Context: an optimization exercise on an open-source flow, tuned for small area. The choices shown serve that exercise and are no tape-out recipe.
Only simulation tests tie the RTL to the original design; equivalence was not proved.
Power and IR drop assume default switching activity.

## job 6018
// rv0_core
module rv0_core (
    input  logic            clk_i,
    input  logic            rst_ni,
    output logic [31:0]     imem_haddr_o,
    output logic [1:0]      imem_htrans_o,
    input  logic [31:0]     imem_hrdata_i,
    input  logic            imem_hreadyout_i,
    output logic [31:0]     dmem_haddr_o,
    output logic [2:0]      dmem_hsize_o,
    output logic [1:0]      dmem_htrans_o,
    output logic [31:0]     dmem_hwdata_o,
    output logic [3:0]      dmem_hwstrb_o,
    output logic            dmem_hwrite_o,
    input  logic [31:0]     dmem_hrdata_i,
    input  logic            dmem_hreadyout_i
);
Settings: LEC_CHECK=0, CAP_MARGIN=20, CORE_MARGIN=2, CORE_UTILIZATION=60, PLACE_DENSITY=0.75, SLEW_MARGIN=20; clock period 11.0 ns.
standard.sh (not shown) runs the stock make flow with config.mk's settings and CLKGATE_MAP_FILE= SYNTH_SCRIPT=/design/flow/synth_recipe.tcl, a recipe that flattens the netlist after the stock synthesis.
==> flow/flow/run.sh <==
#!/bin/bash
# Layout flow: the standard layout (standard.sh), with changes that only reduce cell area:
#  - synthesis maps the combinational logic with an area-oriented ABC script
#    (flow/abc_area.script); the registers are the standard synthesis's, which ABC does not touch;
#  - input and output ports are buffered with buf_1;
#  - clock tree synthesis inserts no dummy loads, clusters up to 26 sinks within 60 um and
#    drives the clusters through a tree of clkbuf_4.
# Each tool's output goes to a log of its own: synth.log, layout.log, and ORFS's per-step logs
# under orfs/logs.
set -euo pipefail
W=$(pwd)

# the standard synthesis script, with ABC's script swapped for the area one
{
  echo 'proc abc {args} {'
  echo '  set i [lsearch -exact $args -script]'
  echo "  if {\$i >= 0} { lset args [expr {\$i + 1}] {$W/flow/abc_area.script} }"
  echo '  yosys abc {*}$args'
  echo '}'
  cat "$W/synth_recipe.tcl"
} > "$W/own_synth.tcl"

CTS="-sink_clustering_enable -repair_clock_nets -dont_use_dummy_load"
CTS="$CTS -sink_clustering_size 26 -sink_clustering_max_diameter 60"
CTS="$CTS -tree_buf sky130_fd_sc_hd__clkbuf_4 -sink_clustering_buffer sky130_fd_sc_hd__clkbuf_16"

bash "$W/standard.sh" "SYNTH_SCRIPT=$W/own_synth.tcl" synth > "$W/synth.log" 2>&1
bash "$W/standard.sh" "SYNTH_SCRIPT=$W/own_synth.tcl" \
  "BUFFER_PORTS_ARGS=-buffer_cell sky130_fd_sc_hd__buf_1" \
  "CTS_ARGS=$CTS" finish > "$W/layout.log" 2>&1
==> flow/flow/abc_area.script <==
strash
&get -n
&fraig -x
&put
dc2
strash
&get -n
&dch -f
&nf -R 40
&put
### job 6018 -> job 6012
==> flow/flow/abc_area.script <==
strash
&get -n
&fraig -x
&put
dc2
strash
&get -n
&deepsyn -T 300
&dch -f
&nf
&put
The class of the most critical setup path comes out flip-flop to flip-flop in one run and flip-flop to output port in the other, namely in job 6012 and job 6018 respectively. Sort job 6018 and job 6012 by final worst setup slack asc -> top: job 6018. Cmp job 6018 and job 6012 / area inside the core boundary / higher: job 6018. Compared with job 6018, job 6012 shows a wire length on met2 that is 2200 um higher. Compared to job 6018, job 6012 was floorplanned on a smaller die. Taking job 6018 as the reference, in job 6012 via count lower; count of antenna diodes in the layout saw an increase.

========
== garnet ==
Another version of the RTL of rv0_core (not shown whole).
For scale: roughly 9,100 cells after synthesis, roughly 140,000 µm² of cells after synthesis.
## rv0_core
module rv0_core (
    input  logic            clk_i,
    input  logic            rst_ni,
    output logic [31:0]     imem_haddr_o,
    output logic [1:0]      imem_htrans_o,
    input  logic [31:0]     imem_hrdata_i,
    input  logic            imem_hreadyout_i,
    output logic [31:0]     dmem_haddr_o,
    output logic [2:0]      dmem_hsize_o,
    output logic [1:0]      dmem_htrans_o,
    output logic [31:0]     dmem_hwdata_o,
    output logic [3:0]      dmem_hwstrb_o,
    output logic            dmem_hwrite_o,
    input  logic [31:0]     dmem_hrdata_i,
    input  logic            dmem_hreadyout_i
);
    logic [31:0]    ifu_insn;
    logic [31:1]    ifu_addr;
    logic           ifu_rdy;
    logic           ifu_ack;
    logic [37:0]    idu0_data;
    logic [67:0]    idu1_data;
    logic           idu0_rdy,    idu1_rdy;
    logic           idu0_ack,    idu1_ack;
    logic [37:0]    exu0_data;
    logic [36:0]    exu1_data;
  ...
export LEC_CHECK = 0
export CAP_MARGIN = 20
export CORE_MARGIN = 2
export CORE_UTILIZATION = 60
export PLACE_DENSITY = 0.75
export SLEW_MARGIN = 20
create_clock -name core_clock -period 11.0 [get_ports {clk_i}]
==> flow/flow/run.sh <==
#!/bin/bash
# Layout flow: the standard layout (standard.sh), with changes that only reduce cell area:
#  - synthesis maps the combinational logic with an area-oriented ABC script
#    (flow/abc_area.script); the registers are the standard synthesis's, which ABC does not touch;
#  - input and output ports are buffered with buf_1;
#  - clock tree synthesis inserts no dummy loads and clusters up to 26 sinks within 60 um.
# Each tool's output goes to a log of its own: synth.log, layout.log, and ORFS's per-step logs
# under orfs/logs.
set -euo pipefail
W=$(pwd)

# the standard synthesis script, with ABC's script swapped for the area one
{
  echo 'proc abc {args} {'
  echo '  set i [lsearch -exact $args -script]'
  echo "  if {\$i >= 0} { lset args [expr {\$i + 1}] {$W/flow/abc_area.script} }"
  echo '  yosys abc {*}$args'
  echo '}'
  cat "$W/synth_recipe.tcl"
} > "$W/own_synth.tcl"

CTS="-sink_clustering_enable -repair_clock_nets -dont_use_dummy_load"
CTS="$CTS -sink_clustering_size 26 -sink_clustering_max_diameter 60"

bash "$W/standard.sh" "SYNTH_SCRIPT=$W/own_synth.tcl" synth > "$W/synth.log" 2>&1
bash "$W/standard.sh" "SYNTH_SCRIPT=$W/own_synth.tcl" \
  "BUFFER_PORTS_ARGS=-buffer_cell sky130_fd_sc_hd__buf_1" \
  "CTS_ARGS=$CTS" finish > "$W/layout.log" 2>&1
==> flow/flow/abc_area.script <==
strash
&get -n
&fraig -x
&put
dc2
strash
&get -n
&dch -f
&nf -R 40
&put
Changes in harbor relative to garnet:
Settings: putting CTS_CLUSTER_DIAMETER at 60 where nothing was set; putting CTS_CLUSTER_SIZE at 26 where nothing was set.
==> flow/run.sh (new file) <==
#!/bin/bash
# synth_recipe.tcl (not shown) runs the flow's synth.tcl, then flattens the netlist and writes it again
# the make line also repeats each setting of config.mk as NAME=value (left out here)
make -C /OpenROAD-flow-scripts/flow DESIGN_CONFIG=/design/flow/config.mk WORK_HOME=/design/flow/orfs CLKGATE_MAP_FILE= SYNTH_SCRIPT=/design/flow/synth_recipe.tcl finish
removed: flow/flow/run.sh
removed: flow/flow/abc_area.script
removed: flow/standard.sh
==> summary.txt <==
Against garnet as the reference, harbor delivers a lower maximum vdd ir drop.
Total wire length after detailed routing: harbor vs garnet up 37 mm
harbor has power below what garnet had.
Looking at via count across both flows, harbor is the weaker of the two, with garnet ahead.
The post-placement cell count reported for harbor is greater than that of garnet by about 9%.
Capturing element of the worst setup path: u_idu.u_idu_sbuf0.data_o[0] -> garnet, imem_htrans_o[1] -> harbor

==> re-timing with driven ports <==
Ports are ideal in the flow. The routed layouts listed here were re-timed in OpenROAD.
Step 1 assumes that a clkbuf_16 drives the clock port and a buf_2 every other input.
Step 2, shift: input delay + t, output delay - t, t = (earliest + latest rising clock arrival at the registers) / 2. This alone moves slack from input paths to output paths.
Slacks: ideal / step 1 / step 2; pairs: ideal / step 1.
run | t (ns) | setup slack, ns | hold WS [ns] | clock arrival spread, ns | worst register clock-pin slew, ns
job 6018 | 1.181 | 0.143 / 0.036 / 0.854 | 0.386 / 0.386 / 0.386 | 0.275 / 0.276 | 0.11 / 0.11
job 6012 | 1.139 | 0.847 / 0.847 / 0.847 | 0.370 / 0.370 / 0.370 | 0.208 / 0.207 | 0.11 / 0.11
garnet | 0.968 | 0.993 / 0.993 / 0.993 | 0.385 / 0.385 / 0.385 | 0.144 / 0.144 | 0.11 / 0.11
harbor | 1.032 | 1.648 / 1.539 / 2.136 | 0.447 / 0.447 / 0.447 | 0.066 / 0.065 | 0.11 / 0.11
After both steps every run listed still meets setup and hold.
